From an optimization exercise on the open Yosys and OpenROAD flow, aimed at small area and a short achievable clock period; shortcuts taken in it are not production practice.
Only simulation tests tie the RTL to the original design; equivalence was not proved.
Power and IR drop assume default switching activity.

==> 02-01 <==
Design fir_15, start of the top module:
module fir_15 #
  (
    parameter integer C_S00_AXIS_TDATA_WIDTH  = 32,
    parameter integer C_M00_AXIS_TDATA_WIDTH  = 32
  )
  (
  input wire  s00_axis_aclk, s00_axis_aresetn,
  input wire  s00_axis_tlast, s00_axis_tvalid,
  input wire [C_S00_AXIS_TDATA_WIDTH-1 : 0] s00_axis_tdata,
  input wire [(C_S00_AXIS_TDATA_WIDTH/8)-1: 0] s00_axis_tstrb,
  output logic  s00_axis_tready,
  input wire  m00_axis_tready,
  output logic  m00_axis_tvalid, m00_axis_tlast,
  output logic [C_M00_AXIS_TDATA_WIDTH-1 : 0] m00_axis_tdata,
  output logic [(C_M00_AXIS_TDATA_WIDTH/8)-1: 0] m00_axis_tstrb
  );
  wire en  = m00_axis_tready;
  wire rst = ~s00_axis_aresetn;
  wire [31:0] x = s00_axis_tvalid ? s00_axis_tdata : 32'd0;
  logic [31:0] xr, xrr;
  logic [14:0] v, l;
  logic [14:0][3:0] s;
  assign s00_axis_tready = m00_axis_tready;
  assign m00_axis_tvalid = v[14];
  assign m00_axis_tlast  = l[14];
  assign m00_axis_tstrb  = s[14];
  logic [31:0] y1; wire [31:0] y1_d;
  logic [6:0] c1; wire [6:0] c1_d;
  wire f1_s, f1_c;
  fa1 f1 (.a(~xrr[0]), .b(~xr[1]), .c(~xr[0]), .s(f1_s), .co(f1_c));
  wire f2_s, f2_c;
  fa1 f2 (.a(~xrr[1]), .b(~xr[2]), .c(~xr[1]), .s(f2_s), .co(f2_c));
  wire f3_s, f3_c;
  fa1 f3 (.a(~xrr[2]), .b(~xr[3]), .c(~xr[2]), .s(f3_s), .co(f3_c));
  wire f4_s, f4_c;
  fa1 f4 (.a(~xrr[3]), .b(~xr[4]), .c(~xr[3]), .s(f4_s), .co(f4_c));
  wire f5_s, f5_c;
  fa1 f5 (.a(~xrr[4]), .b(~xr[5]), .c(~xr[4]), .s(f5_s), .co(f5_c));
  wire f6_s, f6_c;
  ...
Settings: LEC_CHECK=0, CAP_MARGIN=20, CORE_MARGIN=2, CORE_UTILIZATION=50, CTS_BUF_LIST=sky130_fd_sc_hd__clkbuf_8, SETUP_SLACK_MARGIN=4.25, SLEW_MARGIN=20, SYNTH_HIERARCHICAL=1, SYNTH_MINIMUM_KEEP_SIZE=0; clock period 7.5 ns.
standard.sh (not shown) runs the stock make flow with config.mk's settings and CLKGATE_MAP_FILE= SYNTH_SCRIPT=/design/flow/synth_recipe.tcl, a recipe that flattens the netlist after the stock synthesis.
==> flow/flow/run.sh <==
#!/bin/bash
# The standard layout (the standard.sh, unchanged synthesis and steps), except that
# the port buffers that global placement inserts are plain sky130_fd_sc_hd__buf_4 cells.
# make's full output goes to standard.log here; each ORFS step keeps its own log under orfs/logs/.
set -euo pipefail
export BUFFER_PORTS_ARGS="-buffer_cell sky130_fd_sc_hd__buf_4"
bash standard.sh > standard.log 2>&1
==> 02-16 (differences from 02-01) <==
- CORE_UTILIZATION: 50 -> 75
- SETUP_SLACK_MARGIN: 4.25 -> 4.0
==> notes.md <==
                                                                                          02-16                    02-01
Net count, final                                                                           4319                     4415
Static leakage power                                                                  0.0211 uW                0.0218 uW
Area of all placed cells without fillers                                             0.0444 mm2               0.0470 mm2
Layout overhead on the synthesized area                                                   12.5%                    19.2%
Placeable Area                                                                       0.0522 mm2               0.0786 mm2
Worst min-delay path startpoint                                                          y2[27]                    v[11]
Number of cells traversed by the worst register-to-register path                             12                       14
Die Footprint                                                                        0.0545 mm2               0.0812 mm2
Outcome                                                                 complete, no violations  complete, no violations
Maximum number of pins on one net before global-route repair                                214                      191
Non-filler cells in the finished layout                                                    4312                     4778
Minimum setup slack after placement                                                     2.90 ns                  2.88 ns
Slew at the pin closest to its max-slew limit                                           1.20 ns                  1.23 ns
Sequential cell area                                                                 0.0136 mm2               0.0136 mm2
Vias in the first global route                                                            27.5k                    26.7k
Finished Core Util                                                                        85.0%                    59.8%
Post-place instance area                                                             0.0410 mm2               0.0416 mm2
Critical Path AT                                                                        2.07 ns                  2.05 ns
Clock-pin slew of the registers on the worst-case setup and hold paths                  0.06 ns                  0.05 ns
Sequential fraction of total cell area                                                    30.6%                    28.9%
Ratio of cells with drive above 1 in the final layout                                     12.5%                    19.1%
Int Power                                                                               7540 uW                  8030 uW
Worst Setup Slack, final                                                                3.93 ns                  3.95 ns
P_sw                                                                                    3820 uW                  4100 uW
Fraction of area in multi-input gates                                                     57.1%                    55.9%

* * *

==> inputs of run K <==
Starting RTL as in the previous note.
clock: 7.5 ns
lec_check: 0
cap_margin: 20
core_margin: 2
core_utilization: 65
cts_cluster_diameter: 80
cts_cluster_size: 32
setup_slack_margin: 4.0
slew_margin: 20
synth_hierarchical: 1
synth_minimum_keep_size: 0
Scripts as last shown in full above: flow/flow/run.sh
==> run D (differences from run K) <==
--- a/flow/config.mk
+++ b/flow/config.mk
@@ -8,8 +8,7 @@
 export CAP_MARGIN = 20
 export CORE_MARGIN = 2
 export CORE_UTILIZATION = 65
-export CTS_CLUSTER_DIAMETER = 80
-export CTS_CLUSTER_SIZE = 32
+export CTS_BUF_LIST = sky130_fd_sc_hd__clkbuf_8
 export SETUP_SLACK_MARGIN = 4.0
 export SLEW_MARGIN = 20
 export SYNTH_HIERARCHICAL = 1
==> run Y (differences from run K) <==
--- a/flow/config.mk
+++ b/flow/config.mk
@@ -7,9 +7,8 @@
 export LEC_CHECK = 0
 export CAP_MARGIN = 20
 export CORE_MARGIN = 2
-export CORE_UTILIZATION = 65
-export CTS_CLUSTER_DIAMETER = 80
-export CTS_CLUSTER_SIZE = 32
+export CORE_UTILIZATION = 50
+export CTS_BUF_LIST = sky130_fd_sc_hd__clkbuf_8
 export SETUP_SLACK_MARGIN = 4.0
 export SLEW_MARGIN = 20
 export SYNTH_HIERARCHICAL = 1
==> key figures <==
STA
  – F_max: 282.5 MHz

Global route
  – GR met2 Demand/Resource: 47.75%

Pwr
  – Switching Fraction: 32.91%

Critical path
  – Worst Path Class, Setup: reg -> out
  – Critical Path Start: op[1]

Final layout
  – Sequential share of cell area: 30.49%

Drt
  – Met1 WL: ~35,000 um
  – Met3 WL: 2611 um

Outcome
  – Run status: timing/DRC/antenna clean

Hold path
  – Hold_sp: c2[1]

Placed design
  – Worst slack, placed: 2.912 ns
the above is filed under run D

==> key figures <==
Critical path
  – R2R Path End: y12[30]
  – Critical Path Start: s00_axis_tvalid
  – Worst Path Class, Setup: in -> reg

Outcome
  – Run status: timing/DRC/antenna clean

Drt
  – Met3 WL: 2511 um
  – Met1 WL: ~35,000 um
  – Vias per Instance: 5.525

Global route
  – GR met2 Demand/Resource: between 40% and 50%
  – Vias in the first global route: around 26,000

Final layout
  – Fill cells: 4,258
  – Sequential share of cell area: between 30% and 40%
  – Multi-input combinational area share: slightly below 60%
  – Commonest cells after routing, fill and taps aside: nor2_1, mux2i_1, dfxtp_1

Hold path
  – Hold_sp: c2[1]

STA
  – F_max: approximately 290 MHz
  – Rel. slew slack: roughly 17%

Pwr
  – Switching Fraction: between 30% and 40%

Placed design
  – Worst slack, placed: 2.912 ns
  – Detail Placement HPWL: between 50,000 and 60,000 um

Floorplan
  – Total core area: 60,130 sq um
the above is filed under run K

==> key figures <==
Outcome
  – Run status: timing/DRC/antenna clean

Drt
  – Met3 WL: 2379 um
  – Met1 WL: about 37,000 um

Final layout
  – Sequential share of cell area: 30.10%
  – Reg with most FFs: s

Placed design
  – Port Buffers: just under 80
  – Worst slack, placed: 2.878 ns

Global route
  – GR met2 Demand/Resource: 37.37%

STA
  – F_max: 281.6 MHz

Floorplan
  – Area of the die: 81,190 sq um

Critical path
  – Worst Path Class, Setup: reg -> out
  – Critical Path Start: og[0]

Hold path
  – Hold_sp: v[11]

Pwr
  – Switching Fraction: about a third
the above is filed under run Y

static timing again, ports no longer ideal:
No port has a modelled driver above. Below, the same layouts with a new extraction and two added sets of constraints. Step 1: set_driving_cell puts a clkbuf_16 on s00_axis_aclk and a buf_2 on each other input, an assumption about the parent block. Step 2, shift: input delay + t, output delay - t, t = (earliest + latest rising clock arrival at the registers) / 2. This alone moves slack from input paths to output paths. Three values: ideal ports, drivers, drivers and shift; two values: the first two.
run | t (ns) | slack for setup (ns) | hold WS [ns] | clock arrival spread, ns
02-01 | 0.795 | 3.946 / 3.880 / 3.229 | 0.488 / 0.488 / 0.488 | 0.024 / 0.024
02-16 | 0.770 | 3.933 / 3.874 / 3.106 | 0.487 / 0.487 / 0.487 | 0.033 / 0.033
run K | 0.659 | 4.015 / 3.787 / 3.128 | 0.504 / 0.504 / 0.504 | 0.034 / 0.034
run D | 0.768 | 3.960 / 3.897 / 3.170 | 0.492 / 0.492 / 0.492 | 0.038 / 0.038
run Y | 0.793 | 3.949 / 3.883 / 3.215 | 0.488 / 0.488 / 0.488 | 0.022 / 0.022
After both steps every run listed still meets setup and hold. For run K, which loses most, drivers alone change the setup slack by -0.228 ns; drivers and shift together by -0.887 ns.
